From an optimization exercise on the open Yosys and OpenROAD flow, aimed at small area; shortcuts taken in it are not production practice. At most, simulation tests tie the RTL to the original design; equivalence was not proved. Function not checked in runs 3, 4 and 8: the RTL went through the layout flow alone. The clock input has no modelled driver; a real chip could not lean on it and would need a root buffer or a full tree. Power and IR drop assume default switching activity.

==> flow/design.v <==
module elevator_controller #(
  parameter N = 8,
  parameter NUM_CLK_DELAY = 1024
  )(
  input                    clk,     
  input                    rst_n,   
  input  [N-1:0]           button_up,
  input  [N-1:0]           button_down,
  input                    button_close,
  input                    button_open,
  input  [N-1:0]           button_select_floor,
  input  [N-1:0]           floor_sensor,
  input                    overweight_sensor,
  input                    fire_alert,
  output                   close_door,
  output                   open_door,
  output                   motor_up,
  output                   motor_down,
  output reg               direction_up,
  output reg               direction_down
);
  localparam CHECK = 2'b00, UP = 2'b01, DOWN = 2'b10, OPEN = 2'b11;
  localparam CW = $clog2(NUM_CLK_DELAY);
  reg  [1:0] state;
  reg  [2:0] floor_reg;
  reg  [CW-1:0] elapsed;
  reg           done;
  reg  [2:0] cf;
  integer i;
  always @(*) begin
    cf = floor_reg;
    for (i = 0; i < N; i = i + 1)
      if (floor_sensor[i]) cf = i;
  end
  wire [N-1:0] rq = button_select_floor | button_up | button_down;
  reg higher, lower;
  always @(*) begin
    higher = 1'b0;
    lower  = 1'b0;
    for (i = 0; i < N; i = i + 1) begin
      if (i > cf) higher = higher | rq[i];
      if (i < cf) lower  = lower  | rq[i];
    end
  end
  wire rq_c   = rq[cf];
  wire up_c   = button_up[cf];
  wire down_c = button_down[cf];
  wire up_floor   = ({1'b0, cf} == {1'b0, floor_reg} + 4'd1);
  wire down_floor = ({1'b0, cf} + 4'd1 == {1'b0, floor_reg});
  wire s_check = (state == CHECK);
  wire s_open  = (state == OPEN);
  assign motor_up   = (state == UP);
  assign motor_down = (state == DOWN);
  wire hold = overweight_sensor | button_open;
  assign close_door = s_open & ~hold & (button_close | done);
  assign open_door  = s_open & ~close_door;
  wire inc = s_open & ~hold & ~button_close;
  wire open_req = rq_c & (up_c ? ~direction_down : (~down_c | ~direction_up));
  wire init = s_check & ~fire_alert & open_req;
  reg [1:0] next_state;
  always @(*) begin
    case (state)
      CHECK:
        if (fire_alert | open_req)               next_state = OPEN;
        else if (higher & ~direction_down)       next_state = UP;
        else if (lower & ~higher & ~direction_up) next_state = DOWN;
        else                                     next_state = CHECK;
      UP:   next_state = up_floor   ? CHECK : UP;
      DOWN: next_state = down_floor ? CHECK : DOWN;
      default: next_state = close_door ? CHECK : OPEN;
    endcase
  end
  always @(posedge clk or negedge rst_n) begin
    if (~rst_n) begin
      state          <= CHECK;
      floor_reg      <= 3'd0;
      direction_up   <= 1'b0;
      direction_down <= 1'b0;
      done           <= 1'b1;
    end else begin
      state     <= next_state;
      floor_reg <= cf;
      if (up_floor) begin
        direction_up   <= (cf != N-1);
        direction_down <= 1'b0;
      end else if (down_floor) begin
        direction_up   <= 1'b0;
        direction_down <= (cf != 0);
      end else begin
        direction_up   <= direction_up & (up_c | higher);
        direction_down <= direction_down & (down_c | lower);
      end
      done <= ~init & (done | (inc & (&elapsed)));
    end
  end
  always @(posedge clk) begin
    if (init)
      elapsed <= {CW{1'b0}};
    else if (inc)
      elapsed <= elapsed + 1'b1;
  end
endmodule
==> flow/flow/run.sh <==
#!/bin/bash
# Own layout flow: the standard ORFS flow (standard.sh), with these changes:
#  - synthesis maps logic with an area-oriented ABC script (flow/abc.script)
#    and without the half/full-adder extraction step
#  - port buffers use the smallest buffer cell
#  - the clock tree is one clock buffer driving all flip-flops
#    (flow/post_cts.tcl collapses the tree CTS builds)
# Each tool's full output goes to the ORFS logs under orfs/logs; make's own
# output goes to flow.log.
set -euo pipefail
W=$PWD
rm -rf "$W/scripts"
cp -r "$FLOW_HOME/scripts" "$W/scripts"
cp "$W/flow/abc.script" "$W/scripts/abc_speed.script"
CTS="-sink_clustering_enable -repair_clock_nets -buf_list {sky130_fd_sc_hd__clkbuf_4} -root_buf sky130_fd_sc_hd__clkbuf_4 -dont_use_dummy_load"
bash standard.sh "SCRIPTS_DIR=$W/scripts" "ADDER_MAP_FILE=" \
  "BUFFER_PORTS_ARGS=-buffer_cell sky130_fd_sc_hd__buf_1" \
  "CTS_ARGS=$CTS" "POST_CTS_TCL=$W/flow/post_cts.tcl" \
  "POST_CTS_ROOT_CELL=sky130_fd_sc_hd__clkbuf_8" finish > "$W/flow.log" 2>&1
==> flow/flow/abc.script <==
strash
&get -n
&deepsyn -J 300 -T 600
&put
&get -n
&dch -f
&nf -R 1000 -p -F 10 -C 32
&put
==> flow/flow/post_cts.tcl <==
# Collapse the clock tree that CTS built (a root buffer feeding a few leaf
# buffers) into the root buffer alone, driving every flip-flop directly.
# Every flip-flop still gets its clock through the same single buffer.
set block [ord::get_db_block]
set clk_port_net [$block findNet clk]
set root ""
foreach it [$clk_port_net getITerms] {
  if { [[$it getMTerm] getIoType] == "INPUT" } {
    set inst [$it getInst]
    if { [string match "sky130_fd_sc_hd__clkbuf_*" [[$inst getMaster] getName]] } {
      if { $root != "" } { puts "post_cts: more than one buffer on clk, leaving the tree"; set root "x" }
      if { $root == "" } { set root $inst }
    }
  }
}
if { $root != "" && $root != "x" } {
  set rnet [[$root findITerm X] getNet]
  set leaves {}
  foreach it [$rnet getITerms] {
    set inst [$it getInst]
    if { $inst == $root } { continue }
    if { [string match "sky130_fd_sc_hd__clkbuf_*" [[$inst getMaster] getName]] } {
      lappend leaves $inst
    }
  }
  foreach leaf $leaves {
    set lnet [[$leaf findITerm X] getNet]
    set sinks {}
    foreach it [$lnet getITerms] {
      if { [$it getInst] != $leaf } { lappend sinks $it }
    }
    foreach it $sinks {
      $it disconnect
      $it connect $rnet
    }
    puts "post_cts: removed [$leaf getName], moved [llength $sinks] sinks to [$rnet getName]"
    odb::dbInst_destroy $leaf
    odb::dbNet_destroy $lnet
  }
  if { [[$root getMaster] getName] != $::env(POST_CTS_ROOT_CELL) } {
    replace_cell [$root getName] $::env(POST_CTS_ROOT_CELL)
  }
  detailed_placement
  check_placement -verbose
  estimate_parasitics -placement
  report_clock_skew
  report_checks -path_delay min_max
}
==> flow/standard.sh <==
#!/bin/bash
# synth_recipe.tcl (not shown) runs the flow's synth.tcl, then flattens the netlist and writes it again
# the make line also repeats each setting of config.mk as NAME=value (left out here)
make -C /OpenROAD-flow-scripts/flow DESIGN_CONFIG=/design/flow/config.mk WORK_HOME=/design/flow/orfs CLKGATE_MAP_FILE= SYNTH_SCRIPT=/design/flow/synth_recipe.tcl "${@:-finish}"
==> flow/config.mk <==
export PLATFORM = sky130hd
export DESIGN_NAME = elevator_controller
export DESIGN_NICKNAME = elevator_controller
export VERILOG_FILES = /design/flow/design.v
export SDC_FILE = /design/flow/constraint.sdc
export NUM_CORES = 4
export LEC_CHECK = 0
export CAP_MARGIN = 0
export CORE_AREA = 2.3 2.72 59.8 59.84
export DIE_AREA = 0 0 62 62
export GPL_TIMING_DRIVEN = 0
export SLEW_MARGIN = 0
==> flow/constraint.sdc <==
create_clock -name core_clock -period 10.0 [get_ports {clk}]
set_input_delay 2.0000 -clock core_clock [delete_from_list [all_inputs] [get_ports {clk}]]
set_output_delay 2.0000 -clock core_clock [all_outputs]
set_load 0.01 [all_outputs]
==> metrics.yaml, run 1 <==
run_status:
  status: "complete, no violations"
synthesis:
  synth.top_cells.by_area: "dfxtp_1 18%, dfrtp_1 15%, nor2_1 10%"
  ys_ff_latch: 18
  synth_cell_types: 30
  syn_inst: 155
  synth_top_area_share_pct: 17.7
  seq_area_frac_synth_pct: 35.4
  synth_fp_nets: 193
  yosys_warnings: 1
  syn_area_um2: 1130
  yosysTopAreaCell: "dfxtp_1"
  syn_avg_cell_area_um2: 7.31
setup_path:
  worstPathArrival_ns: 2.69
  worstSetupEndpointType: "output port"
  worst-setup-path-type: "primary input to output port"
  reg2regPathDepth: 15
  regToRegSetupSlack_ns: 6.99
  crit_path_start_kind: "primary input"
  cp.required_ns: 8.00
  r2r-end: "elapsed[0]"
  path_max_fanout: 3
  worstReg2RegStart: "floor_reg[0]"
cells_and_area:
  final_nets: 240
  final_common_cell: "buf_1"
  stdcell_count: 246
  layout_common_cells: "43 x buf_1, 31 x nor2_1, 17 x nand2_1, 16 x a21oi_1, 13 x nor3_1"
  syn2layout_area_growth_pct: 21.7
  largest_register_ffs: 10
  layout-drive-gt1-share_pct: 2.00
  antennaDiodeCount: 0
floorplanning:
  dieArea_um2: 3840
  die_w_um: 62
  row_count: 21
  die_h_um: 62
  coreArea_um2: 3280
  io_pins: 44
  initial_core_util_pct: 34.5
detailed_routing:
  post-route-drc-count: 0
  vias: 1276
  drtIter0Drc: 90
  final_antenna_net_count: 0
  first_pass_iters: 4
  post_drt_wl_per_cell_um: 11.1
  vias_per_cell: 5.19
  wl_mm: 2.72
pwr:
  intPower_uw: 123
  swShare_pct: 37.0
  clkPwrFrac_pct: 13.9
  comb_power_share_pct: 36.6
  ir_worst_vdd_mv: 0.126
  p_per_area_nw_per_um2: 142
  leakage_nw: 0.497
  p_seq_share_pct: 49.5
  power_switching_uw: 72.2
placement:
  io_buffers: 43
  dp_cells: 245
  dp_hpwl_mm: 2.22
  gp_congestion: 0.816
min_path:
  hold_depth: 2
  hp-class: "register to register"
  min_to: "elapsed[5]"
  min_from: "elapsed[5]"
sta:
  setup_viol: 0
  drv_slew: 0
  fin_skew_ns: 0.00146
  fin_crit_ns: 4.69
  finalCritPeriodShare_pct: 46.9
  slew_headroom_pct: 13.7
  worst_pin_slew_ns: 1.28
  final_hold_viol_count: 0
  setup-tns-final_ns: 0
  rsz0062_at_grt: "no"
  max_freq_mhz: 213
grt:
  globalRouteTotalUtil_pct: 15.2
  gr-total-overflow: 0
  grt_pass1_wl_mm: 4.13
  antenna_found_initial: 0
  grt_pass1_vias: 933
  grt_start_max_net_pins: 19
clocking:
  clock-sinks: 18
  clk_pin_slew_ns: 0.11
  clk_latency_ns: 0.16
flow_run:
  maxCapViolCount: 0
-- power by group through the flow --
| stage | sequential, mW | combinational (mW) | clock, mW |
|---|---|---|---|
| 6_report | 0.0967 | 0.0716 | 0.0271 |
| 3_5_place_dp | 0.0983 | 0.0723 | 0 |
| 2_1_floorplan | 0.0961 | 0.0464 | 0 |
| 3_3_place_gp | 0.0975 | 0.0703 | 0 |
| 5_1_grt | 0.0991 | 0.0810 | 0.0302 |
-- layer usage --
layer	up-vias	share of wire [%]	track usage, %
met2	54	42	22.2
met4	0	0.77	0.912
met1	554	49	25.1
met5	-	0	0
li1	663	-	-
met3	5	8.2	1.24
-- cells in the mapped netlist --
master	count
nand4_1	1
o21ai_0	6
nor2b_1	2
nor4_1	5
a211oi_1	1
nand2b_1	2
and3_1	7
o311a_1	1
nand3b_1	1
o221ai_1	3
xor2_1	2
nand3_1	1
nand2_1	17
clkinv_1	4
dfxtp_1	10
o41ai_1	1
o21bai_1	1
a211o_1	1
o22ai_1	6
a21oi_1	16
o31ai_1	4
xnor2_1	5
nand4b_1	1
or3_1	1
dfstp_2	1
nor3_1	13
and2_0	2
nor2_1	31
o22a_1	2
dfrtp_1	7
-- per-stage QoR --
stage	power [mW]	setup slack (ns)	hold WS [ns]	util (%)	cell area, µm²
after floorplan	0.143	5.29	0.465	-	1130
after global placement	0.168	4.11	0.475	41.2	1350
after detailed placement	0.171	5.24	0.482	41.6	1370
after global routing	0.210	5.12	0.520	42.0	1380
final	0.195	5.31	0.497	42.0	1380
-- critical path: stages --
cell	delay [ns]
buf_1	0.09
nor2_1	0.05
nor4_1	0.29
nor2_1	0.12
buf_1	0.14
-- logic make-up after synthesis --
| family | count (synthesis) | synth area share (%) |
|---|---|---|
| xor gates and xnor gates | 7 | 5.41 |
| buffers and inverters | 4 | 1.32 |
| and+or+nand+nor | 84 | 34.5 |
| AOI/OAI and AO/OA | 42 | 23.3 |
| DFF | 18 | 35.4 |
-- final cells by class --
cell class | count | area, µm²
fillers | 359 | 1900
multi-input cells | 133 | 723
flip-flops and latches | 18 | 402
repair buffers | 44 | 169
well taps | 46 | 57.6
inverters | 4 | 15.0
clock buffers | 1 | 13.8
-- how the worst max path moves through the flow --
stage                               start          to  slack (ns)  cells past startpoint
after floorplan           floor_sensor[0]  elapsed[0]        5.29                     15
after global placement    floor_sensor[0]  elapsed[2]        4.11                     16
after detailed placement  floor_sensor[0]  elapsed[5]        5.24                     17
after global routing      floor_sensor[0]  elapsed[9]        5.12                     10
final                        button_close   open_door        5.31                      5
==> run 2: changes to the inputs <==
--- a/flow/config.mk
+++ b/flow/config.mk
@@ -6,7 +6,7 @@
 export NUM_CORES = 4
 export LEC_CHECK = 0
 export CAP_MARGIN = 0
-export CORE_AREA = 2.3 2.72 59.8 59.84
-export DIE_AREA = 0 0 62 62
+export CORE_MARGIN = 2
+export CORE_UTILIZATION = 25
 export GPL_TIMING_DRIVEN = 0
 export SLEW_MARGIN = 0
==> metrics.yaml, run 2 <==
run_status:
  status: "complete, no violations"
synthesis:
  synth_xor_area_share_pct: 5.41  # unchanged
  synth_top_area_share_pct: 17.7  # unchanged
  ys.flop_type: "dfxtp_1"
  synthMuxAreaShare_pct: 0  # unchanged
  yosysTopAreaCell: "dfxtp_1"
  synth_compound_area_share_pct: 23.3  # unchanged
  synth_cell_types: 30  # unchanged
  syn_avg_cell_area_um2: 7.31  # unchanged
  synth_top_family_by_area: "simple AND/OR/NAND/NOR gates"
  synthTopCellsByCount: "31 x nor2_1, 17 x nand2_1, 16 x a21oi_1, 13 x nor3_1, 10 x dfxtp_1"
  yosys_warnings: 1  # unchanged
  synth-simple-area-share_pct: 34.5  # unchanged
  yosys.cell_count.top_type: "nor2_1"
  synth_fp_nets: 193  # unchanged
  syn_area_um2: 1130  # unchanged
  ys_ff_latch: 18  # unchanged
  seq_area_frac_synth_pct: 35.4  # unchanged
  synth.top_cells.by_area: "dfxtp_1 18%, dfrtp_1 15%, nor2_1 10%"
  synthArstFlopShare_pct: 44.4  # unchanged
  synth_edf_count: 0  # unchanged
  syn_inst: 155  # unchanged
  yosys.area_share.adder_pct: 0  # unchanged
sta:
  setup_viol: 0  # unchanged
  drv_slew: 0  # unchanged
  finalCritPeriodShare_pct: 47.4  # +0.52 points
  rsz0062_at_grt: "no"
  slew_headroom_pct: 47.1  # +33 points
  fin_skew_ns: 0.000323  # -0.00113 ns
  final_hold_viol_count: 0  # unchanged
  worst_pin_slew_ns: 0.789  # -0.494 ns
  setup-tns-final_ns: 0  # unchanged
  fin_crit_ns: 4.74  # +0.0522 ns
  max_freq_mhz: 211  # -1.1%
floorplanning:
  die_w_um: 71.3  # +15%
  dieArea_um2: 5090  # +32%
  row_count: 24  # +14%
  coreArea_um2: 4350  # +33%
  die_h_um: 71.3  # +15%
  io_pins: 44  # unchanged
  initial_core_util_pct: 26.0  # -8.5 points
setup_path:
  cp_common_cell: "nor2_1"
  crit_chain: "buf_1, clkinv_1, a21oi_1, nor2_1, nor2_1, nor2_1, nor2_1, o21bai_1, nand2_1, o221ai_1, nor2_1, o21ai_0, o311a_1, o21ai_0, nor4_2, buf_4, nor3_1"
  critPathMaxStageDelay_ns: 0.45  # +0.16 ns
  cp.required_ns: 10.06  # +2.06 ns
  worst_path_max_delay_cell: "o21bai_1"
  crit_family: "compound AO/OA/AOI/OAI gates"
  r2r-end: "elapsed[5]"
  worst-setup-path-type: "primary input to register"
  worstSetupEndpointType: "register"
  path_buf_inv: 3  # +1
  worstPathArrival_ns: 4.80  # +2.11 ns
  crit_path_start_kind: "primary input"
  worstReg2RegStart: "floor_reg[0]"
  path_max_fanout: 11  # +8
  regToRegSetupSlack_ns: 6.84  # -0.15 ns
  reg2regPathDepth: 15  # unchanged
min_path:
  hp-class: "register to register"
  hold_depth: 2  # unchanged
  min_to: "elapsed[0]"
  min_from: "elapsed[0]"
detailed_routing:
  wl_mm: 2.98  # +9.3%
  vias: 1278  # +0.16%
  post-route-drc-count: 0  # unchanged
  first_pass_iters: 6  # +2
  vias_per_cell: 5.07  # -2.2%
  post_drt_wl_per_cell_um: 11.8  # +6.7%
  final_antenna_net_count: 0  # unchanged
  drtIter0Drc: 140  # +56%
pwr:
  power_switching_uw: 73.6  # +1.8%
  p_seq_share_pct: 49.1  # -0.4 points
  intPower_uw: 123  # about the same
  clkPwrFrac_pct: 13.8  # about the same
  comb_power_share_pct: 37.1  # +0.5 points
  ir_worst_vdd_mv: 0.162  # +29%
  p_per_area_nw_per_um2: 141  # -0.23%
  swShare_pct: 37.4  # +0.43 points
  leakage_nw: 0.497  # about the same
grt:
  grt_start_max_net_pins: 19  # unchanged
  globalRouteTotalUtil_pct: 12.6  # -2.5 points
  grt_pass1_wl_mm: 4.88  # +18%
  antenna_found_initial: 0  # unchanged
  gr-total-overflow: 0  # unchanged
  grt_pass1_vias: 1103  # +18%
cells_and_area:
  antennaDiodeCount: 0  # unchanged
  layout-drive-gt1-share_pct: 2.50  # +0.50 points
  final_nets: 240  # unchanged
  layout_common_cells: "43 x buf_1, 31 x nor2_1, 17 x nand2_1, 16 x a21oi_1, 13 x nor3_1"
  fillers: 485  # +35%
  multi_input_area_um2: 728  # +0.69%
  syn2layout_area_growth_pct: 22.8
  seqCellArea_um2: 402  # unchanged
  final_common_cell: "buf_1"
  stdcell_count: 252  # +2.4%
  largest_register_ffs: 10  # unchanged
clocking:
  clk_pin_slew_ns: 0.11  # about the same
  clk_latency_ns: 0.16  # about the same
  clock-sinks: 18  # unchanged
placement:
  gp_congestion: 0.812  # -0.54%
  dp_cells: 251  # +2.4%
  dp_hpwl_mm: 2.42  # +9.1%
  io_buffers: 43  # unchanged
flow_run:
  maxCapViolCount: 0  # unchanged
-- run 2: cell counts after synthesis --
No cell type changed its count.
-- run 2: power by group through the flow --
stage	clock (mW)	sequential, mW	combinational [mW]
after floorplan	0	0.0961	0.0464
after global placement	0	0.0976	0.0711
after detailed placement	0	0.0984	0.0734
after global routing	0.0310	0.0991	0.0828
final	0.0272	0.0966	0.0731
-- run 2: worst reg2reg max path: cells and delay by family, from the launching register on --
family | cells | cell delay (ns)
simple gates | 8 | 1.18
compound gates | 6 | 1.25
flops | 1 | 0.37
buf+inv | 1 | 0.25
-- run 2: how the worst max path moves through the flow --
| stage | startpoint | cells after the start | to | slack (ns) |
|---|---|---|---|---|
| 2_1_floorplan | floor_sensor[0] | 15 | elapsed[0] | 5.29 |
| 3_3_place_gp | floor_sensor[0] | 10 | elapsed[9] | 4.09 |
| 3_5_place_dp | floor_sensor[0] | 11 | elapsed[5] | 4.94 |
| 5_1_grt | floor_sensor[0] | 17 | elapsed[2] | 4.86 |
| 6_report | floor_sensor[0] | 17 | elapsed[5] | 5.26 |
-- run 2: stage by stage --
stage	worst slack [ns]	hold WS, ns	cell area [µm²]	util (%)	total power [mW]
6_report	5.26	0.497	1390	32.0	0.197
5_1_grt	4.86	0.530	1390	32.0	0.213
3_5_place_dp	4.94	0.476	1370	31.6	0.172
3_3_place_gp	4.09	0.474	1360	31.2	0.169
2_1_floorplan	5.29	0.465	1130	-	0.143
-- run 2: area by class of cell --
cell class | instances | share of cell area, %
sequential | 18 | 28.8
multi-input combinational | 133 | 52.3
tap | 52 | 4.67
inverter | 4 | 1.08
clock buffer | 1 | 0.988
timing repair buffer | 44 | 12.1
-- run 2: metal layers --
| metal | global-route usage [%] | wire (µm) |
|---|---|---|
| met1 | 19.1 | 1390 |
| met2 | 20.3 | 1320 |
| met3 | 1.27 | 261 |
| met4 | 1.26 | 12 |
| met5 | 0 | 0 |
-- run 2: cell families (layout without fill, tap and decap cells) --
kind of cell	Yosys count	after routing
AOI/OAI and AO/OA	42	42
and+or+nand+nor	84	84
xor gates and xnor gates	7	7
buffers and inverters	4	49
DFF	18	18
==> run 3: changes to the inputs <==
--- a/flow/design.v
+++ b/flow/design.v
@@ -24,7 +24,8 @@
   reg  [1:0] state;
   reg  [2:0] floor_reg;
   reg  [CW-1:0] elapsed;
-  reg           done;
+  reg           running;
+  wire          done = ~running;
   reg  [2:0] cf;
   integer i;
   always @(*) begin
@@ -76,7 +77,7 @@
       floor_reg      <= 3'd0;
       direction_up   <= 1'b0;
       direction_down <= 1'b0;
-      done           <= 1'b1;
+      running        <= 1'b0;
     end else begin
       state     <= next_state;
       floor_reg <= cf;
@@ -90,7 +91,7 @@
         direction_up   <= direction_up & (up_c | higher);
         direction_down <= direction_down & (down_c | lower);
       end
-      done <= ~init & (done | (inc & (&elapsed)));
+      running <= init | (running & ~(inc & (&elapsed)));
     end
   end
   always @(posedge clk) begin
--- a/flow/config.mk
+++ b/flow/config.mk
@@ -6,7 +6,7 @@
 export NUM_CORES = 4
 export LEC_CHECK = 0
 export CAP_MARGIN = 0
-export CORE_MARGIN = 2
-export CORE_UTILIZATION = 25
+export CORE_AREA = 2.3 2.72 59.8 59.84
+export DIE_AREA = 0 0 62 62
 export GPL_TIMING_DRIVEN = 0
 export SLEW_MARGIN = 0
==> metrics.yaml, run 3 <==
detailed_routing:
  vias_per_cell: 5.36  # +5.8%
  post_drt_wl_per_cell_um: 11.8  # -0.41%
  vias: 1325  # +3.7%
  drtIter0Drc: 67  # -52%
  first_pass_iters: 4  # -2
  wl_mm: 2.91  # -2.4%
  post-route-drc-count: 0  # unchanged
  final_antenna_net_count: 0  # unchanged
synthesis:
  synth_edf_count: 0  # unchanged
  synth_top_family_by_area: "simple AND/OR/NAND/NOR gates"
  yosys.area_share.adder_pct: 0  # unchanged
  yosys_warnings: 1  # unchanged
  syn_area_um2: 1180  # +3.8%
  synthArstFlopShare_pct: 44.4  # unchanged
  yosysTopAreaCell: "dfrtp_1"
  synth_compound_area_share_pct: 23.0  # -0.31 points
  synth.top_cells.by_area: "dfrtp_1 17%, dfxtp_1 17%, nor3_1 7.2%"
  ys_ff_latch: 18  # unchanged
  synthMuxAreaShare_pct: 2.77  # +2.8 points
  synth_cell_types: 33  # +10%
  synthTopCellsByCount: "21 x nand2_1, 21 x nor2_1, 17 x nor3_1, 10 x a21oi_1, 10 x dfxtp_1"
  syn_inst: 157  # +1.3%
  synth-simple-area-share_pct: 34.7  # +0.13 points
  synth_xor_area_share_pct: 2.98  # -2.4 points
  seq_area_frac_synth_pct: 34.0  # -1.4 points
  synth_fp_nets: 195  # +1.0%
  synth_top_area_share_pct: 17.0  # -0.64 points
  syn_avg_cell_area_um2: 7.49  # +2.4%
  ys.flop_type: "dfxtp_1"
setup_path:
  worst-setup-path-type: "primary input to register"
  crit_chain: "buf_1, nor2_1, a21boi_0, nor3_1, nor3_1, clkinv_1, mux4_2, o22ai_1, a211oi_1, o221ai_1, nor4_2, nor3b_1"
  crit_family: "simple AND/OR/NAND/NOR gates"
  worstSetupEndpointType: "register"
  cp_common_cell: "nor3_1"
  crit_path_start_kind: "primary input"
  worst_path_max_delay_cell: "nor3_1"
  critPathMaxStageDelay_ns: 0.90  # +0.45 ns
  worstPathArrival_ns: 5.97  # +1.17 ns
  path_max_fanout: 11  # unchanged
  path_buf_inv: 2  # -1
  cp.required_ns: 10.02  # -0.04 ns
clocking:
  clk_pin_slew_ns: 0.10  # about the same
  clk_latency_ns: 0.16  # about the same
  clock-sinks: 18  # unchanged
cells_and_area:
  largest_register_ffs: 10  # unchanged
  antennaDiodeCount: 0  # unchanged
  layout-drive-gt1-share_pct: 1.49  # -1.0 points
  syn2layout_area_growth_pct: 20.3
  multi_input_area_um2: 752  # +3.3%
  layout_common_cells: "43 x buf_1, 21 x nand2_1, 21 x nor2_1, 17 x nor3_1"
  final_common_cell: "buf_1"
  stdcell_count: 247  # -2.0%
  final_nets: 241  # +0.42%
  fillers: 364  # -25%
  seqCellArea_um2: 400  # -0.31%
floorplanning:
  die_h_um: 62  # -13%
  die_w_um: 62  # -13%
  row_count: 21  # -13%
  coreArea_um2: 3280  # -25%
  dieArea_um2: 3840  # -24%
  io_pins: 44  # unchanged
  initial_core_util_pct: 35.8  # +9.8 points
sta:
  drv_slew: 0  # unchanged
  fin_skew_ns: 0.00187  # +0.00155 ns
  finalCritPeriodShare_pct: 59.5  # +12 points
  fin_crit_ns: 5.95  # +1.21 ns
  final_hold_viol_count: 0  # unchanged
  slew_headroom_pct: 22.6  # -24 points
  worst_pin_slew_ns: 1.15  # +0.363 ns
  setup-tns-final_ns: 0  # unchanged
  setup_viol: 0  # unchanged
  max_freq_mhz: 168  # -20%
  setup_ws_ns: 4.05  # -1.21 ns
  rsz0062_at_grt: "no"
placement:
  pre_cts_slack_ns: 3.82  # -1.13 ns
  dp_cells: 246  # -2.0%
  dp_hpwl_mm: 2.38  # -1.8%
  io_buffers: 43  # unchanged
  gp_congestion: 0.904  # +11%
grt:
  grt_pass1_vias: 1123  # +1.8%
  grt_start_max_net_pins: 19  # unchanged
  globalRouteTotalUtil_pct: 17.5  # +4.9 points
  antenna_found_initial: 0  # unchanged
  grt_pass1_wl_mm: 4.79  # -1.8%
  gr-total-overflow: 0  # unchanged
run_status:
  status: "complete, no violations"
pwr:
  ir_worst_vdd_mv: 0.0488  # -70%
  p_per_area_nw_per_um2: 135  # -4.1%
  leakage_nw: 0.482  # -3.0%
flow_run:
  maxCapViolCount: 0  # unchanged
min_path:
  hp-class: "register to register"
==> run 3: path summary, 6_finish.rpt <==
path / start / end / slack (ns) / cells past startpoint
max in group asynchronous: rst_n / running / 7.95 / 1
worst min-delay path: elapsed[0] / elapsed[0] / 0.49 / 2
worst max register to register: floor_reg[1] / elapsed[9] / 5.67 / 10
worst max-delay path: floor_sensor[2] / elapsed[9] / 4.05 / 12
worst min register to register: elapsed[0] / elapsed[0] / 0.49 / 2
min in group asynchronous: rst_n / state[1] / 1.74 / 1
==> run 3: kinds of logic (layout without fill, tap and decap cells) <==
family	Yosys count	count (layout)
muxes	2	2
and+or+nand+nor	85	85
xor gates and xnor gates	4	4
buffers and inverters	8	52
DFF	18	18
AOI/OAI and AO/OA	40	40
==> run 3: cell type report <==
| class | count | area share [%] |
|---|---|---|
| tap | 46 | 4.07 |
| sequential | 18 | 28.3 |
| multi-input combinational | 131 | 53.1 |
| timing repair buffer | 43 | 11.4 |
| inverter | 8 | 2.12 |
| clock buffer | 1 | 0.973 |
==> run 3: power breakdown <==
group	total, mW	switching [mW]	internal (mW)
logic	0.0695	0.0396	0.0299
clock network	0.0265	0.0171	0.00931
registers	0.0958	0.0112	0.0847
total	0.192	0.0679	0.124
==> run 3: worst min-delay path: cells and delay by family, from the launching register on <==
kind	cells	cell delay, ns
DFF	1	0.32
and+or+nand+nor	2	0.14
==> run 3: through the flow <==
stage / hold slack, ns / utilization (%) / total power, mW / cell area (µm²)
finish: 0.492 / 43.1 / 0.192 / 1420
global route: 0.507 / 43.1 / 0.207 / 1420
detailed placement: 0.473 / 42.7 / 0.167 / 1400
global placement: 0.462 / 42.5 / 0.165 / 1400
floorplan: 0.445 / - / 0.141 / 1180
==> run 3: metal layers <==
layer,up-vias,part of all wire [%],global-route usage [%]
met5,-,0,0
met4,0,1.3,3.65
met3,4,8.5,2.28
met2,66,40,26.6
met1,579,50,26.5
li1,676,-,-
==> run 4: changes to the inputs <==
--- a/flow/flow/run.sh
+++ b/flow/flow/run.sh
@@ -16,4 +16,4 @@
 bash standard.sh "SCRIPTS_DIR=$W/scripts" "ADDER_MAP_FILE=" \
   "BUFFER_PORTS_ARGS=-buffer_cell sky130_fd_sc_hd__buf_1" \
   "CTS_ARGS=$CTS" "POST_CTS_TCL=$W/flow/post_cts.tcl" \
-  "POST_CTS_ROOT_CELL=sky130_fd_sc_hd__clkbuf_8" finish > "$W/flow.log" 2>&1
+  "POST_CTS_ROOT_CELL=sky130_fd_sc_hd__buf_6" finish > "$W/flow.log" 2>&1
==> metrics.yaml, run 4 <==
setup_path:
  crit_path_start_kind: "primary input"
  worstPathArrival_ns: 5.98  # about the same
  regToRegSetupSlack_ns: 5.66  # about the same
  reg2regPathDepth: 10  # unchanged
  worst-setup-path-type: "primary input to register"
  worstSetupEndpointType: "register"
  path_max_fanout: 11  # unchanged
  worstReg2RegStart: "floor_reg[1]"
  cp.required_ns: 10.00  # -0.02 ns
  r2r-end: "elapsed[9]"
pwr:
  p_per_area_nw_per_um2: 135  # -0.59%
  ir_worst_vdd_mv: 0.0465  # -4.7%
  leakage_nw: 0.481  # -0.24%
synthesis:
  synth_edf_count: 0  # unchanged
  synthMuxAreaShare_pct: 2.77  # unchanged
  synthTopCellsByCount: "21 x nand2_1, 21 x nor2_1, 17 x nor3_1, 10 x a21oi_1, 10 x dfxtp_1"
  synth_compound_area_share_pct: 23.0  # unchanged
  synth_fp_nets: 195  # unchanged
  yosys_warnings: 1  # unchanged
  synth_cell_types: 33  # unchanged
  synthArstFlopShare_pct: 44.4  # unchanged
  syn_area_um2: 1180  # unchanged
  yosys.area_share.adder_pct: 0  # unchanged
  syn_avg_cell_area_um2: 7.49  # unchanged
  synth-simple-area-share_pct: 34.7  # unchanged
  syn_inst: 157  # unchanged
  yosysTopAreaCell: "dfrtp_1"
  ys.flop_type: "dfxtp_1"
  synth_top_area_share_pct: 17.0  # unchanged
  synth_top_family_by_area: "simple AND/OR/NAND/NOR gates"
  ys_ff_latch: 18  # unchanged
  seq_area_frac_synth_pct: 34.0  # unchanged
  synth.top_cells.by_area: "dfrtp_1 17%, dfxtp_1 17%, nor3_1 7.2%"
  synth_xor_area_share_pct: 2.98  # unchanged
sta:
  drv_slew: 0  # unchanged
  max_freq_mhz: 167  # -0.57%
  worst_pin_slew_ns: 1.14  # -0.00772 ns
  slew_headroom_pct: 23.1  # +0.52 points
  fin_crit_ns: 5.99  # +0.0339 ns
  finalCritPeriodShare_pct: 59.9  # +0.34 points
  rsz0062_at_grt: "no"
  fin_skew_ns: 0.000763  # -0.00111 ns
  final_hold_viol_count: 0  # unchanged
  setup-tns-final_ns: 0  # unchanged
  setup_viol: 0  # unchanged
clocking:
  clock-sinks: 18  # unchanged
  clk_pin_slew_ns: 0.11  # about the same
  clk_latency_ns: 0.14  # -0.02 ns
cells_and_area:
  stdcell_count: 247  # unchanged
  final_common_cell: "buf_1"
  layout-drive-gt1-share_pct: 1.49  # unchanged
  largest_register_ffs: 10  # unchanged
  layout_common_cells: "43 x buf_1, 21 x nand2_1, 21 x nor2_1, 17 x nor3_1"
  antennaDiodeCount: 0  # unchanged
  syn2layout_area_growth_pct: 20.1
  fillers: 364  # unchanged
  final_nets: 241  # unchanged
floorplanning:
  coreArea_um2: 3280  # unchanged
  dieArea_um2: 3840  # unchanged
  die_w_um: 62  # unchanged
  die_h_um: 62  # unchanged
  io_pins: 44  # unchanged
  row_count: 21  # unchanged
  initial_core_util_pct: 35.8  # unchanged
grt:
  globalRouteTotalUtil_pct: 17.4  # -0.13 points
  antenna_found_initial: 0  # unchanged
  gr-total-overflow: 0  # unchanged
  grt_start_max_net_pins: 19  # unchanged
  grt_pass1_wl_mm: 4.78  # -0.15%
  grt_pass1_vias: 1124  # +0.089%
detailed_routing:
  wl_mm: 2.91  # about the same
  post_drt_wl_per_cell_um: 11.8  # about the same
  first_pass_iters: 4  # unchanged
  vias: 1319  # -0.45%
  final_antenna_net_count: 0  # unchanged
  drtIter0Drc: 77  # +15%
  vias_per_cell: 5.34  # -0.45%
  post-route-drc-count: 0  # unchanged
min_path:
  hp-class: "register to register"
  hold_depth: 2  # unchanged
  min_from: "elapsed[0]"
  min_to: "elapsed[0]"
placement:
  dp_hpwl_mm: 2.38  # unchanged
  io_buffers: 43  # unchanged
  gp_congestion: 0.904  # unchanged
  dp_cells: 246  # unchanged
flow_run:
  maxCapViolCount: 0  # unchanged
run_status:
  status: "complete, no violations"
-- run 4: cell counts after synthesis --
Identical to the previous run, type by type.
-- run 4: where the power goes --
group	internal [mW]	switching, mW	total [mW]
clock	0.00811	0.0169	0.0251
combinational	0.0299	0.0396	0.0694
sequential	0.0846	0.0111	0.0958
total	0.123	0.0676	0.190
-- run 4: how the worst max path moves through the flow --
stage,from,to,slack (ns),cells past startpoint
after floorplan,floor_sensor[2],elapsed[9],4.61,11
after global routing,floor_sensor[2],elapsed[8],3.52,12
final,floor_sensor[2],elapsed[9],4.01,12
after global placement,floor_sensor[2],elapsed[6],3.27,12
after detailed placement,floor_sensor[2],elapsed[7],3.82,12
-- run 4: critical path: stages --
cell and delay [ns]:
buf_1 0.08, nor2_1 0.12, a21boi_0 0.62, nor3_1 0.09
nor3_1 0.89, clkinv_1 0.34, mux4_2 0.31, o22ai_1 0.08
a211oi_1 0.35, o221ai_1 0.26, nor4_2 0.72, nor3b_1 0.12
-- run 4: final cells by class --
class | instances | area [µm²] | share of cell area (%)
multi-input combinational | 131 | 752 | 53.2
sequential | 18 | 400 | 28.3
timing repair buffer | 43 | 161 | 11.4
tap | 46 | 57.6 | 4.07
inverter | 8 | 30.0 | 2.13
clock buffer | 1 | 11.3 | 0.797
-- run 4: logic make-up after synthesis --
logic type,count (synthesis)
buffers and inverters,8
DFF,18
AOI/OAI and AO/OA,40
muxes,2
and+or+nand+nor,85
xor gates and xnor gates,4
-- run 4: layer usage --
layer  vias to the layer above  global-route usage (%)  wire length [µm]  part of all wire [%]
met3                         2                    1.66               232                   8.0
met2                        58                    26.6              1180                    41
li1                        674                       -                 -                     -
met4                         0                    3.65                14                  0.48
met1                       585                    26.5              1480                    51
met5                         -                       0                 0                     0
-- run 4: through the flow --
| step | setup WS, ns | area (µm²) | hold WS (ns) | utilization, % | power [mW] |
|---|---|---|---|---|---|
| after floorplan | 4.61 | 1180 | 0.445 | - | 0.141 |
| after global placement | 3.27 | 1400 | 0.462 | 42.5 | 0.165 |
| after detailed placement | 3.82 | 1400 | 0.473 | 42.7 | 0.167 |
| after global routing | 3.52 | 1410 | 0.508 | 43.0 | 0.206 |
| final | 4.01 | 1410 | 0.494 | 43.0 | 0.190 |
==> run 5: changes to the inputs <==
--- a/flow/design.v
+++ b/flow/design.v
@@ -24,8 +24,7 @@
   reg  [1:0] state;
   reg  [2:0] floor_reg;
   reg  [CW-1:0] elapsed;
-  reg           running;
-  wire          done = ~running;
+  reg           done;
   reg  [2:0] cf;
   integer i;
   always @(*) begin
@@ -77,7 +76,7 @@
       floor_reg      <= 3'd0;
       direction_up   <= 1'b0;
       direction_down <= 1'b0;
-      running        <= 1'b0;
+      done           <= 1'b1;
     end else begin
       state     <= next_state;
       floor_reg <= cf;
@@ -91,7 +90,7 @@
         direction_up   <= direction_up & (up_c | higher);
         direction_down <= direction_down & (down_c | lower);
       end
-      running <= init | (running & ~(inc & (&elapsed)));
+      done <= ~init & (done | (inc & (&elapsed)));
     end
   end
   always @(posedge clk) begin
==> flow/flow/run.sh (replaced) <==
#!/bin/bash
# Own layout flow: the standard ORFS flow (standard.sh), with these changes:
#  - synthesis maps logic with an area-oriented ABC script (flow/abc.script.in):
#    it is run with several deepsyn seeds, and the seed giving the smallest
#    netlist is used for the layout; no half/full-adder extraction step
#  - port buffers use the smallest buffer cell
#  - the clock tree is one buffer driving all flip-flops
#    (flow/post_cts.tcl collapses the tree CTS builds)
# Each tool's full output goes to the ORFS logs under orfs/logs (and
# trial_N/orfs/logs for the synthesis trials); make's own output goes to
# flow.log and trial_N/make.log.
set -euo pipefail
W=$PWD
SEEDS="$(seq -s " " 0 63)"
JOBS=${NUM_CORES:-4}

make_scripts() {  # $1 = folder, $2 = seed
  rm -rf "$1/scripts"
  mkdir -p "$1"
  cp -r "$FLOW_HOME/scripts" "$1/scripts"
  sed "s/@SEED@/$2/" "$W/flow/abc.script.in" > "$1/scripts/abc_speed.script"
}

# synthesis trials, JOBS at a time
n=0
for S in $SEEDS; do
  T="$W/trial_$S"
  make_scripts "$T" "$S"
  ( bash standard.sh "SCRIPTS_DIR=$T/scripts" "ADDER_MAP_FILE=" "WORK_HOME=$T/orfs" synth \
      > "$T/make.log" 2>&1 || true ) &
  n=$((n + 1))
  if (( n % JOBS == 0 )); then wait; fi
done
wait

BEST=""; BEST_AREA=""
for S in $SEEDS; do
  R="$W/trial_$S/orfs/reports/sky130hd/elevator_controller/base/synth_stat.txt"
  [[ -f $R ]] || continue
  A=$(awk '/Chip area for module/ {print $NF}' "$R" | tail -1)
  echo "trial seed $S: synth area $A" | tee -a "$W/trials.log"
  if [[ -z $BEST ]] || awk -v a="$A" -v b="$BEST_AREA" 'BEGIN{exit !(a < b)}'; then
    BEST=$S; BEST_AREA=$A
  fi
done
[[ -n $BEST ]] || { echo "no synthesis trial finished"; exit 1; }
echo "using seed $BEST (synth area $BEST_AREA)" | tee -a "$W/trials.log"

make_scripts "$W" "$BEST"
CTS="-sink_clustering_enable -repair_clock_nets -buf_list {sky130_fd_sc_hd__clkbuf_4} -root_buf sky130_fd_sc_hd__clkbuf_4 -dont_use_dummy_load"
bash standard.sh "SCRIPTS_DIR=$W/scripts" "ADDER_MAP_FILE=" \
  "BUFFER_PORTS_ARGS=-buffer_cell sky130_fd_sc_hd__buf_1" \
  "CTS_ARGS=$CTS" "POST_CTS_TCL=$W/flow/post_cts.tcl" \
  "POST_CTS_ROOT_CELL=sky130_fd_sc_hd__buf_6" finish > "$W/flow.log" 2>&1
# trial folders are only needed for their logs
for S in $SEEDS; do rm -rf "$W/trial_$S/orfs/results" "$W/trial_$S/orfs/objects" "$W/trial_$S/scripts"; done
==> flow/flow/abc.script.in (new file) <==
strash
&get -n
&deepsyn -J 300 -T 600 -S @SEED@
&put
&get -n
&dch -f
&nf -R 1000 -p -F 10 -C 32
&put
removed: flow/flow/abc.script
==> metrics.yaml, run 5 <==
clocking:
  clk_latency_ns: 0.14  # about the same
  clk_pin_slew_ns: 0.11  # about the same
  clock-sinks: 18  # unchanged
setup_path:
  path_max_fanout: 11  # unchanged
  reg2regPathDepth: 14  # +4
  worst_path_max_delay_cell: "nor4_2"
  cp_common_cell: "nor2_1"
  critPathMaxStageDelay_ns: 0.69  # -0.20 ns
  crit_path_start_kind: "primary input"
  worst-setup-path-type: "primary input to register"
  worstSetupEndpointType: "register"
  crit_cells: 16  # +4
  worstPathArrival_ns: 5.27  # -0.71 ns
  worstReg2RegStart: "floor_reg[0]"
  path_buf_inv: 3  # +1
  crit_chain: "buf_1, clkinv_1, a21oi_1, nor2_1, nor2_1, nor2_1, nor2_1, nor2_1, nor2_1, clkinv_1, o221ai_1, a221oi_1, a221oi_1, nand2_1, nor4_2, nor2_1"
  crit_start: "floor_sensor[0]"
  cp.required_ns: 10.00  # about the same
  crit_family: "simple AND/OR/NAND/NOR gates"
synthesis:
  synth_cell_types: 33  # unchanged
  synth_edf_count: 0  # unchanged
  synth.top_cells.by_area: "dfxtp_1 18%, dfrtp_1 16%, nor2_1 8.1%"
  ys_ff_latch: 18  # unchanged
  synth_fp_nets: 181  # -7.2%
  syn_avg_cell_area_um2: 7.73  # +3.2%
  synthArstFlopShare_pct: 44.4  # unchanged
  synthTopCellsByCount: "24 x nor2_1, 17 x nor3_1, 12 x a21oi_1, 12 x nand2_1, 10 x dfxtp_1"
  synth_top_area_share_pct: 18.1  # +1.1 points
  seq_area_frac_synth_pct: 36.3  # +2.3 points
  ys.flop_type: "dfxtp_1"
  yosys_warnings: 1  # unchanged
  syn_inst: 143  # -8.9%
  syn_area_um2: 1110  # -6.0%
  yosys.cell_count.top_type: "nor2_1"
  yosysTopAreaCell: "dfxtp_1"
cells_and_area:
  final_area_um2: 1340  # -5.0%
  largest_register_ffs: 10  # unchanged
  final_nets: 227  # -5.8%
  syn2layout_area_growth_pct: 21.4
  multi_input_area_um2: 688  # -8.5%
  seqCellArea_um2: 402  # +0.31%
  final_common_cell: "buf_1"
  layout-drive-gt1-share_pct: 1.60  # +0.11 points
  antennaDiodeCount: 0  # unchanged
  layout_common_cells: "43 x buf_1, 24 x nor2_1, 17 x nor3_1, 12 x nand2_1, 12 x a21oi_1"
  fillers: 351  # -3.6%
sta:
  worst_pin_slew_ns: 0.913  # -0.231 ns
  slew_headroom_pct: 38.6  # +16 points
  rsz0062_at_grt: "no"
  finalCritPeriodShare_pct: 52.7  # -7.2 points
  fin_skew_ns: 0.00132  # +0.000558 ns
  drv_slew: 0  # unchanged
  setup-tns-final_ns: 0  # unchanged
  max_freq_mhz: 190  # +14%
  setup_viol: 0  # unchanged
  fin_crit_ns: 5.27  # -0.718 ns
  final_hold_viol_count: 0  # unchanged
min_path:
  min_from: "elapsed[5]"
  hold_depth: 2  # unchanged
  hp-class: "register to register"
pwr:
  p_per_area_nw_per_um2: 138  # +2.2%
  finalPower_uw: 185  # -2.8%
  ir_worst_vdd_mv: 0.0839  # +80%
  leakage_nw: 0.462  # -4.0%
grt:
  gr-total-overflow: 0  # unchanged
  met2_usage_pct: 29.6  # +3.0 points
  grt.met1_usage_pct: 25.9  # -0.57 points
  grt_start_max_net_pins: 19  # unchanged
  grt_pass1_vias: 1100  # -2.1%
  globalRouteTotalUtil_pct: 17.9  # +0.54 points
  antenna_found_initial: 0  # unchanged
  busiest_layer: "met2"
  use_met3_pct: 2.28  # +0.62 points
  grt_pass1_wl_mm: 4.90  # +2.5%
placement:
  dp_hpwl_mm: 2.48  # +4.3%
  placed_cell_area_um2: 1330  # -5.0%
  gp_congestion: 0.999  # +10%
  io_buffers: 43  # unchanged
flow_run:
  maxCapViolCount: 0  # unchanged
floorplanning:
  coreArea_um2: 3280  # unchanged
  dieArea_um2: 3840  # unchanged
  initial_core_util_pct: 33.7  # -2.1 points
  io_pins: 44  # unchanged
  die_h_um: 62  # unchanged
  die_w_um: 62  # unchanged
  row_count: 21  # unchanged
detailed_routing:
  vias: 1273  # -3.5%
  wl_mm: 3.03  # +4.3%
  vias_per_cell: 5.46  # +2.3%
  first_pass_iters: 4  # unchanged
  post-route-drc-count: 0  # unchanged
  drtIter0Drc: 136  # +77%
  final_antenna_net_count: 0  # unchanged
  post_drt_wl_per_cell_um: 13.0  # +11%
run_status:
  status: "complete, no violations"
[run 5: cell count changes in the layout (fill, tap and decap cells not counted), moves of 3 or more]
cell      before  now
a221o_1        3    0
nand2_1       21   12
nor2_1        21   24
o21ai_0        8    3
and2_0         5    2
o22ai_1        2    5
a221oi_1       0    3
[run 5: logic make-up (layout without fill, tap and decap cells)]
family / count (synthesis) / in the layout / synth area share [%]
flip-flops: 18 / 18 / 36.3
XOR/XNOR: 5 / 5 / 3.96
buffers and inverters: 6 / 50 / 2.04
AND/OR/NAND/NOR: 71 / 71 / 30.1
AO/OA/AOI/OAI: 41 / 41 / 25.6
multiplexers: 2 / 2 / 2.04
[run 5: final timing paths]
path	to	slack, ns
max	elapsed[6]	4.73
min	elapsed[5]	0.49
max reg2reg	elapsed[6]	6.33
min reg2reg	elapsed[5]	0.49
max in group asynchronous	done	7.90
min in group asynchronous	floor_reg[1]	1.76
[run 5: through the flow]
step / cells / hold WS, ns / setup slack (ns) / util (%)
after floorplan: 143 / 0.465 / 5.12 / -
after global placement: 232 / 0.473 / 4.19 / 40.3
after detailed placement: 232 / 0.485 / 4.63 / 40.5
after global routing: 233 / 0.517 / 4.33 / 40.9
final: 233 / 0.494 / 4.73 / 40.9
[run 5: power by group]
part | switching [mW] | internal (mW)
registers | 0.0118 | 0.0844
clock network | 0.0176 | 0.00813
logic | 0.0365 | 0.0264
total | 0.0659 | 0.119
[run 5: layout make-up]
class | instances | share of cell area [%]
Timing Repair Buffer | 43 | 12.0
Multi-Input combinational cell | 119 | 51.3
Inverter | 6 | 1.68
Clock buffer | 1 | 0.839
Tap cell | 46 | 4.29
Sequential cell | 18 | 29.9
[run 5: per-layer routing]
layer / wire length, µm / up-vias
met1: 1310 / 587
met4: 13 / 0
met5: 0 / -
met3: 287 / 4
li1: - / 626
met2: 1420 / 56
[run 5: worst register-to-register path, delay by kind of cell, from the launching register on]
| family | cells | cell delay, ns |
|---|---|---|
| AND/OR/NAND/NOR | 9 | 1.98 |
| buffers and inverters | 1 | 0.29 |
| flip-flops | 1 | 0.42 |
| AO/OA/AOI/OAI | 4 | 0.84 |
==> run 6: changes to the inputs <==
--- a/flow/flow/run.sh
+++ b/flow/flow/run.sh
@@ -11,7 +11,7 @@
 # flow.log and trial_N/make.log.
 set -euo pipefail
 W=$PWD
-SEEDS="$(seq -s " " 0 63)"
+SEEDS="0 1 2 3 4 5 6 7"
 JOBS=${NUM_CORES:-4}
 
 make_scripts() {  # $1 = folder, $2 = seed
==> metrics.yaml, run 6 <==
run_status:
  status: "complete, no violations"
setup_path:
  crit_path_start_kind: "primary input"
  cp_common_cell: "o21ai_0"
  worstPathArrival_ns: 5.33  # +0.06 ns
  cp.required_ns: 10.00  # about the same
  critPathMaxStageDelay_ns: 0.73  # +0.04 ns
  crit_chain: "buf_1, nor4_1, and2_0, clkinv_1, o221ai_1, o21ai_0, a221oi_1, o21ai_0, nor4_2, nor3_1"
  path_buf_inv: 2  # -1
  worst_path_max_delay_cell: "nor4_2"
  worstSetupEndpointType: "register"
  crit_family: "simple AND/OR/NAND/NOR gates"
  path_max_fanout: 13  # +2
  regToRegSetupSlack_ns: 6.41  # +0.08 ns
  worst-setup-path-type: "primary input to register"
synthesis:
  yosys_warnings: 1  # unchanged
  seq_area_frac_synth_pct: 35.9  # -0.41 points
  syn_inst: 146  # +2.1%
  ys.flop_type: "dfxtp_1"
  synth.top_cells.by_area: "dfxtp_1 18%, dfrtp_1 16%, nor2_1 6.7%"
  ys_ff_latch: 18  # unchanged
  synth_fp_nets: 184  # +1.7%
  synth_edf_count: 0  # unchanged
  yosys.cell_count.top_type: "nor2_1"
  synth_top_area_share_pct: 17.9  # -0.20 points
  syn_area_um2: 1120  # +1.1%
  synthArstFlopShare_pct: 44.4  # unchanged
  synth_cell_types: 32  # -3.0%
  synthTopCellsByCount: "20 x nor2_1, 13 x nor3_1, 12 x a21oi_1, 11 x o21ai_0, 10 x dfxtp_1"
  syn_avg_cell_area_um2: 7.66  # -0.95%
  yosysTopAreaCell: "dfxtp_1"
grt:
  gr-total-overflow: 0  # unchanged
  busiest_layer: "met2"
  grt_start_max_net_pins: 19  # unchanged
  globalRouteTotalUtil_pct: 17.4  # -0.51 points
  grt_pass1_vias: 1148  # +4.4%
  antenna_found_initial: 0  # unchanged
  grt.met1_usage_pct: 23.4  # -2.5 points
  met2_usage_pct: 31.0  # +1.3 points
  use_met3_pct: 2.07  # -0.21 points
  grt_pass1_wl_mm: 4.65  # -5.1%
clocking:
  clk_pin_slew_ns: 0.11  # about the same
  clock-sinks: 18  # unchanged
  clk_latency_ns: 0.14  # about the same
sta:
  slew_headroom_pct: 38.1  # -0.52 points
  fin_crit_ns: 5.33  # +0.0614 ns
  finalCritPeriodShare_pct: 53.3  # +0.61 points
  final_hold_viol_count: 0  # unchanged
  worst_pin_slew_ns: 0.921  # +0.00778 ns
  setup-tns-final_ns: 0  # unchanged
  rsz0062_at_grt: "no"
  setup_viol: 0  # unchanged
  max_freq_mhz: 188  # -1.2%
  hold_ws_ns: 0.514  # +0.0197 ns
  drv_slew: 0  # unchanged
  fin_skew_ns: 0.00213  # +0.000808 ns
  setup_ws_ns: 4.67  # -0.0614 ns
floorplanning:
  die_h_um: 62  # unchanged
  initial_core_util_pct: 34.1  # +0.38 points
  die_w_um: 62  # unchanged
  coreArea_um2: 3280  # unchanged
  io_pins: 44  # unchanged
  row_count: 21  # unchanged
  dieArea_um2: 3840  # unchanged
detailed_routing:
  post_drt_wl_per_cell_um: 12.5  # -4.2%
  vias_per_cell: 5.42  # -0.73%
  post-route-drc-count: 0  # unchanged
  vias: 1280  # +0.55%
  wl_mm: 2.94  # -3.0%
  first_pass_iters: 4  # unchanged
  final_antenna_net_count: 0  # unchanged
  drtIter0Drc: 83  # -39%
cells_and_area:
  final_common_cell: "buf_1"
  finalCoreUtilization_pct: 41.3  # +0.38 points
  layout-drive-gt1-share_pct: 1.58  # -0.025 points
  layout_common_cells: "43 x buf_1, 20 x nor2_1, 13 x nor3_1, 12 x a21oi_1, 11 x o21ai_0"
  syn2layout_area_growth_pct: 21.1
  final_nets: 230  # +1.3%
  antennaDiodeCount: 0  # unchanged
  largest_register_ffs: 10  # unchanged
  fillers: 352  # +0.28%
placement:
  dp_hpwl_mm: 2.44  # -1.8%
  gp_congestion: 0.800  # -20%
  pre_cts_slack_ns: 4.47  # -0.158 ns
  io_buffers: 43  # unchanged
pwr:
  p_per_area_nw_per_um2: 140  # +1.8%
  ir_worst_vdd_mv: 0.0911  # +8.6%
  leakage_nw: 0.456  # -1.3%
min_path:
  hp-class: "register to register"
flow_run:
  maxCapViolCount: 0  # unchanged
## run 6: cell types whose count changed after synthesis, sizes merged, moves of 3 or more
| cell | delta |
|---|---|
| nor3 | -4 |
| nor2 | -4 |
| nor4 | +3 |
| nand2 | -3 |
| or3 | +3 |
| o21ai | +8 |
## run 6: area by class of cell
cell class	instances	area (µm²)	share of cell area, %
clock buffers	1	11.3	0.831
inverters	7	26.3	1.94
multi-input cells	121	697	51.4
flip-flops and latches	18	402	29.6
well taps	46	57.6	4.25
repair buffers	43	161	11.9
## run 6: stage by stage
stage               std cells  cell area, µm²  power, mW
detailed placement        235            1340      0.166
global route              236            1360      0.208
finish                    236            1360      0.190
floorplan                 146            1120      0.140
global placement          235            1340      0.162
## run 6: path summary, 6_finish.rpt
path / from / endpoint / depth (start not counted)
max reg2reg: floor_reg[1] / elapsed[4] / 12
max: floor_sensor[7] / elapsed[4] / 10
min: elapsed[5] / elapsed[5] / 2
min reg2reg: elapsed[5] / elapsed[5] / 2
max in group asynchronous: rst_n / done / 1
min in group asynchronous: rst_n / direction_down / 1
## run 6: power breakdown
group          internal [mW]  switching [mW]  total [mW]
Clock                0.00812          0.0174      0.0255
Sequential            0.0855          0.0119      0.0973
Combinational         0.0278          0.0394      0.0672
## run 6: per-layer routing
metal | vias to the layer above | wire length (µm)
met4 | 0 | 0
met5 | - | 0
li1 | 640 | -
met3 | 0 | 182
met2 | 36 | 1520
met1 | 604 | 1240
## run 6: kinds of logic after synthesis
family	after synthesis	synth area share, %
compound gates	47	26.8
xor+xnor	6	4.70
buf+inv	7	2.35
flops	18	35.9
simple gates	68	30.2
## run 6: worst min-delay path, stage by stage (launching register included)
cell     delay, ns
dfxtp_1       0.33
nor2_1        0.10
nor3_1        0.05
==> run 7: changes to the inputs <==
--- a/flow/flow/run.sh
+++ b/flow/flow/run.sh
@@ -11,7 +11,7 @@
 # flow.log and trial_N/make.log.
 set -euo pipefail
 W=$PWD
-SEEDS="0 1 2 3 4 5 6 7"
+SEEDS="$(seq -s " " 0 31)"
 JOBS=${NUM_CORES:-4}
 
 make_scripts() {  # $1 = folder, $2 = seed
==> metrics.yaml, run 7 <==
run_status:
  status: "complete, no violations"
floorplanning:
  io_pins: 44  # unchanged
  die_h_um: 62  # unchanged
  coreArea_um2: 3280  # unchanged
  dieArea_um2: 3840  # unchanged
  row_count: 21  # unchanged
  die_w_um: 62  # unchanged
  initial_core_util_pct: 33.7  # -0.38 points
synthesis:
  syn_avg_cell_area_um2: 7.73  # +0.96%
  yosys.cell_count.top_type: "nor2_1"
  synthTopCellsByCount: "24 x nor2_1, 17 x nor3_1, 12 x a21oi_1, 12 x nand2_1, 10 x dfxtp_1"
  seq_area_frac_synth_pct: 36.3  # +0.41 points
  synth_fp_nets: 181  # -1.6%
  yosys_warnings: 1  # unchanged
  syn_area_um2: 1110  # -1.1%
  ys.flop_type: "dfxtp_1"
  synthArstFlopShare_pct: 44.4  # unchanged
  synth_edf_count: 0  # unchanged
  synth_top_area_share_pct: 18.1  # +0.20 points
  syn_inst: 143  # -2.1%
  ys_ff_latch: 18  # unchanged
  yosysTopAreaCell: "dfxtp_1"
  synth_cell_types: 33  # +3.1%
  synth.top_cells.by_area: "dfxtp_1 18%, dfrtp_1 16%, nor2_1 8.1%"
clocking:
  clk_pin_slew_ns: 0.11  # about the same
  clock-sinks: 18  # unchanged
  clk_latency_ns: 0.14  # about the same
detailed_routing:
  vias_per_cell: 5.46  # +0.73%
  post_drt_wl_per_cell_um: 13.0  # +4.4%
  first_pass_iters: 4  # unchanged
  final_antenna_net_count: 0  # unchanged
  drtIter0Drc: 136  # +64%
  post-route-drc-count: 0  # unchanged
  wl_mm: 3.03  # +3.1%
  vias: 1273  # -0.55%
cells_and_area:
  layout-drive-gt1-share_pct: 1.60  # +0.025 points
  multi_input_area_um2: 688  # -1.3%
  fillers: 351  # -0.28%
  layout_common_cells: "43 x buf_1, 24 x nor2_1, 17 x nor3_1, 12 x nand2_1, 12 x a21oi_1"
  seqCellArea_um2: 402  # unchanged
  antennaDiodeCount: 0  # unchanged
  largest_register_ffs: 10  # unchanged
  final_common_cell: "buf_1"
  final_area_um2: 1340  # -0.92%
  final_nets: 227  # -1.3%
  syn2layout_area_growth_pct: 21.4
sta:
  setup-tns-final_ns: 0  # unchanged
  slew_headroom_pct: 38.6  # +0.52 points
  max_freq_mhz: 190  # +1.2%
  finalCritPeriodShare_pct: 52.7  # -0.61 points
  rsz0062_at_grt: "no"
  fin_skew_ns: 0.00132  # -0.000808 ns
  final_hold_viol_count: 0  # unchanged
  drv_slew: 0  # unchanged
  setup_viol: 0  # unchanged
  worst_pin_slew_ns: 0.913  # -0.00778 ns
  fin_crit_ns: 5.27  # -0.0614 ns
  hold_ws_ns: 0.494  # -0.0197 ns
pwr:
  comb_power_share_pct: 34.0  # -1.3 points
  swShare_pct: 35.6  # -0.50 points
  finalPower_uw: 185  # -2.7%
  intPower_uw: 119  # -2.0%
  clkPwrFrac_pct: 13.9  # +0.5 points
  p_per_area_nw_per_um2: 138  # -1.8%
  power_switching_uw: 65.9  # -4.0%
  p_seq_share_pct: 52.1  # +0.9 points
  ir_worst_vdd_mv: 0.0839  # -7.9%
  leakage_nw: 0.462  # +1.3%
grt:
  globalRouteTotalUtil_pct: 17.9  # +0.51 points
  grt_start_max_net_pins: 19  # unchanged
  grt_pass1_vias: 1100  # -4.2%
  busiest_layer: "met2"
  met2_usage_pct: 29.6  # -1.3 points
  grt.met1_usage_pct: 25.9  # +2.5 points
  use_met3_pct: 2.28  # +0.21 points
  gr-total-overflow: 0  # unchanged
  antenna_found_initial: 0  # unchanged
  grt_pass1_wl_mm: 4.90  # +5.4%
placement:
  dp_hpwl_mm: 2.48  # +1.8%
  io_buffers: 43  # unchanged
  gp_congestion: 0.999  # +25%
  placed_cell_area_um2: 1330  # -0.93%
setup_path:
  worst_path_max_delay_cell: "nor4_2"
  worstSetupEndpointType: "register"
  crit_path_start_kind: "primary input"
  cp_common_cell: "nor2_1"
  critPathMaxStageDelay_ns: 0.69  # -0.04 ns
  worst-setup-path-type: "primary input to register"
  crit_chain: "buf_1, clkinv_1, a21oi_1, nor2_1, nor2_1, nor2_1, nor2_1, nor2_1, nor2_1, clkinv_1, o221ai_1, a221oi_1, a221oi_1, nand2_1, nor4_2, nor2_1"
  path_buf_inv: 3  # +1
  worstPathArrival_ns: 5.27  # -0.06 ns
  path_max_fanout: 11  # -2
  cp.required_ns: 10.00  # about the same
  crit_family: "simple AND/OR/NAND/NOR gates"
  regToRegSetupSlack_ns: 6.33  # -0.08 ns
flow_run:
  maxCapViolCount: 0  # unchanged
min_path:
  hp-class: "register to register"
==> run 7: cell count changes in the layout (fill, tap and decap cells not counted), sizes merged, moves of 3 or more <==
cell,change
nand2,+3
or3,-3
nor2,+4
o21ai,-8
nor4,-3
nor3,+4
==> run 7: cell families (layout without fill, tap and decap cells) <==
| group | count (synthesis) | after routing | share of synthesized area (%) |
|---|---|---|---|
| xor gates and xnor gates | 5 | 5 | 3.96 |
| AOI/OAI and AO/OA | 41 | 41 | 25.6 |
| DFF | 18 | 18 | 36.3 |
| buffers and inverters | 6 | 50 | 2.04 |
| and+or+nand+nor | 71 | 71 | 30.1 |
| muxes | 2 | 2 | 2.04 |
==> run 7: final timing paths <==
path / from / endpoint / cells past startpoint
worst max-delay path: floor_sensor[0] / elapsed[6] / 16
worst min-delay path: elapsed[5] / elapsed[5] / 2
worst max register to register: floor_reg[0] / elapsed[6] / 14
worst min register to register: elapsed[5] / elapsed[5] / 2
max in group asynchronous: rst_n / done / 1
min in group asynchronous: rst_n / floor_reg[1] / 1
==> run 7: worst register-to-register path: cells and delay by family (launching register included) <==
| family | cells | cell delay [ns] |
|---|---|---|
| compound gates | 4 | 0.84 |
| simple gates | 9 | 1.98 |
| buf+inv | 1 | 0.29 |
| flops | 1 | 0.42 |
==> run 7: power by group through the flow <==
stage                     Combinational (mW)  Sequential [mW]  Clock (mW)
after floorplan                       0.0407           0.0946           0
after global placement                0.0605           0.0958           0
after detailed placement              0.0631           0.0974           0
after global routing                  0.0709           0.0979      0.0291
final                                 0.0629           0.0963      0.0257
==> run 7: layout make-up <==
class                      instances  area share, %
multi-input combinational        119           51.3
sequential                        18           29.9
timing repair buffer              43           12.0
tap                               46           4.29
inverter                           6           1.68
clock buffer                       1          0.839
==> run 7: layer usage <==
layer  share of wire, %  routed length, µm
met3                9.5                287
met4               0.43                 13
met5                  0                  0
met1                 43               1310
met2                 47               1420
==> run 7: per-stage QoR <==
| step | cells | setup WS, ns | util [%] |
|---|---|---|---|
| global placement | 232 | 4.19 | 40.3 |
| global route | 233 | 4.33 | 40.9 |
| detailed placement | 232 | 4.63 | 40.5 |
| floorplan | 143 | 5.12 | - |
| finish | 233 | 4.73 | 40.9 |
==> run 8: changes to the inputs <==
--- a/flow/design.v
+++ b/flow/design.v
@@ -19,7 +19,7 @@
   output reg               direction_up,
   output reg               direction_down
 );
-  localparam CHECK = 2'b00, UP = 2'b01, DOWN = 2'b10, OPEN = 2'b11;
+  localparam CHECK = 2'b00, UP = 2'b10, DOWN = 2'b11, OPEN = 2'b01;
   localparam CW = $clog2(NUM_CLK_DELAY);
   reg  [1:0] state;
   reg  [2:0] floor_reg;
==> metrics.yaml, run 8 <==
setup_path:
  crit_chain: "buf_1, or4b_1, nor2_1, nor2_1, and2_0, buf_1"
  critPathMaxStageDelay_ns: 0.52  # -0.17 ns
  reg2regPathDepth: 12  # -2
  r2r-end: "state[1]"
  worst-setup-path-type: "primary input to output port"
  regToRegSetupSlack_ns: 6.76  # +0.43 ns
  worst_path_max_delay_cell: "or4b_1"
  path_max_fanout: 2  # -9
  crit_path_start_kind: "primary input"
pwr:
  p_per_area_nw_per_um2: 132  # -4.3%
  finalPower_uw: 178  # -3.8%
  ir_worst_vdd_mv: 0.0531  # -37%
  p_seq_share_pct: 53.2  # +1.1 points
  swShare_pct: 33.9  # -1.8 points
  comb_power_share_pct: 32.4  # -1.6 points
  power_switching_uw: 60.2  # -8.6%
grt:
  gr-total-overflow: 0  # unchanged
  grt_pass1_wl_mm: 4.38  # -11%
  antenna_found_initial: 0  # unchanged
  globalRouteTotalUtil_pct: 17.0  # -0.93 points
  grt_pass1_vias: 999  # -9.2%
min_path:
  hold_depth: 2  # unchanged
  hp-class: "register to register"
  min_to: "elapsed[5]"
  min_from: "elapsed[5]"
cells_and_area:
  syn2layout_area_growth_pct: 22.1
  layout-drive-gt1-share_pct: 2.11  # +0.50 points
  largest_register_ffs: 10  # unchanged
  antennaDiodeCount: 0  # unchanged
  final_area_um2: 1350  # +0.47%
  fillers: 346  # -1.4%
  final_nets: 230  # +1.3%
floorplanning:
  dieArea_um2: 3840  # unchanged
  coreArea_um2: 3280  # unchanged
  die_h_um: 62  # unchanged
  initial_core_util_pct: 33.6  # -0.038 points
  io_pins: 44  # unchanged
  die_w_um: 62  # unchanged
placement:
  pre_cts_slack_ns: 4.88  # +0.253 ns
  placed_cell_area_um2: 1340  # +0.47%
  dp_cells: 235  # +1.3%
sta:
  setup_viol: 0  # unchanged
  drv_slew: 0  # unchanged
  max_freq_mhz: 196  # +3.1%
  setup_ws_ns: 4.89  # +0.158 ns
  finalCritPeriodShare_pct: 51.1  # -1.6 points
  final_hold_viol_count: 0  # unchanged
detailed_routing:
  post-route-drc-count: 0  # unchanged
  vias_per_cell: 5.11  # -6.5%
  vias: 1205  # -5.3%
  post_drt_wl_per_cell_um: 11.4  # -13%
  drtIter0Drc: 49  # -64%
  first_pass_iters: 4  # unchanged
  final_antenna_net_count: 0  # unchanged
  wl_mm: 2.69  # -11%
synthesis:
  synthArstFlopShare_pct: 44.4  # unchanged
  synth_cell_types: 32  # -3.0%
  syn_area_um2: 1100  # -0.11%
  yosys.cell_count.top_type: "nor2_1"
  seq_area_frac_synth_pct: 36.4  # +0.041 points
  ys.flop_type: "dfxtp_1"
  synth_top_area_share_pct: 18.1  # +0.020 points
  synthTopCellsByCount: "24 x nor2_1, 18 x nor3_1, 13 x nand2_1, 11 x a21oi_1, 10 x dfxtp_1"
  synth_fp_nets: 183  # +1.1%
  synth_edf_count: 0  # unchanged
  syn_avg_cell_area_um2: 7.62  # -1.5%
  ys_ff_latch: 18  # unchanged
  syn_inst: 145  # +1.4%
clocking:
  clock-sinks: 18  # unchanged
  clk_latency_ns: 0.14  # about the same
run_status:
  status: "complete, no violations"
[run 8: cell families after synthesis]
family | count (synthesis) | share of synthesized area [%]
flops | 18 | 36.4
xor+xnor | 5 | 3.96
buf+inv | 4 | 1.36
compound gates | 37 | 21.3
mux | 4 | 3.62
simple gates | 77 | 33.4
[run 8: per-layer routing]
layer | vias to the layer above | global-route usage [%] | wire [µm]
li1 | 625 | - | -
met1 | 545 | 24.9 | 1340
met2 | 33 | 26.2 | 1170
met3 | 2 | 3.52 | 151
met4 | 0 | 2.74 | 19
met5 | - | 0 | 0
[run 8: cell type report]
class | instances | area, µm² | share of cell area (%)
Sequential cell | 18 | 402 | 29.8
Tap cell | 46 | 57.6 | 4.27
Inverter | 4 | 15.0 | 1.11
Multi-Input combinational cell | 123 | 694 | 51.5
Timing Repair Buffer | 44 | 169 | 12.5
Clock buffer | 1 | 11.3 | 0.835
[run 8: power groups by stage]
stage               combinational [mW]  sequential (mW)  clock (mW)
global placement                0.0563           0.0952           0
detailed placement              0.0582           0.0961           0
global route                    0.0683           0.0964      0.0292
floorplan                       0.0375           0.0941           0
finish                          0.0575           0.0945      0.0257
[run 8: how the worst max path moves through the flow]
| stage | start | to | depth (start not counted) |
|---|---|---|---|
| 2_1_floorplan | button_open | open_door | 4 |
| 3_3_place_gp | floor_sensor[0] | elapsed[7] | 13 |
| 3_5_place_dp | button_open | open_door | 6 |
| 5_1_grt | floor_sensor[0] | state[0] | 15 |
| 6_report | button_open | open_door | 6 |
[run 8: through the flow]
step                utilization, %  hold slack [ns]
global route                  41.1            0.526
global placement              40.3            0.478
floorplan                        -            0.465
finish                        41.1            0.500
detailed placement            40.7            0.485
[run 8: worst max-delay path, delay by kind of cell]
kind          cells  cell delay [ns]
buf+inv           2             0.19
simple gates      4             0.92

[static timing again, ports no longer ideal]
Ports are ideal in the flow. The routed layouts listed here were re-timed in OpenROAD. Step 1 assumes that a clkbuf_16 drives the clock port and a buf_2 every other input. Step 2, shift: input delay + t, output delay - t, t = (earliest + latest rising clock arrival at the registers) / 2. This alone moves slack from input paths to output paths. Three values: no drivers, after step 1, after step 2; two values: the first two.
run | t (ns) | slack for setup (ns)
run 1 | 0.180 | 5.312 / 5.290 / 5.245
run 2 | 0.181 | 5.259 / 5.246 / 5.080
run 3 | 0.180 | 4.049 / 4.053 / 3.873
run 4 | 0.158 | 4.015 / 4.019 / 3.861
run 5 | 0.161 | 4.733 / 4.727 / 4.566
run 6 | 0.159 | 4.671 / 4.671 / 4.512
run 7 | 0.161 | 4.733 / 4.727 / 4.566
run 8 | 0.164 | 4.891 / 4.868 / 4.868
After both steps every run listed still meets setup and hold.
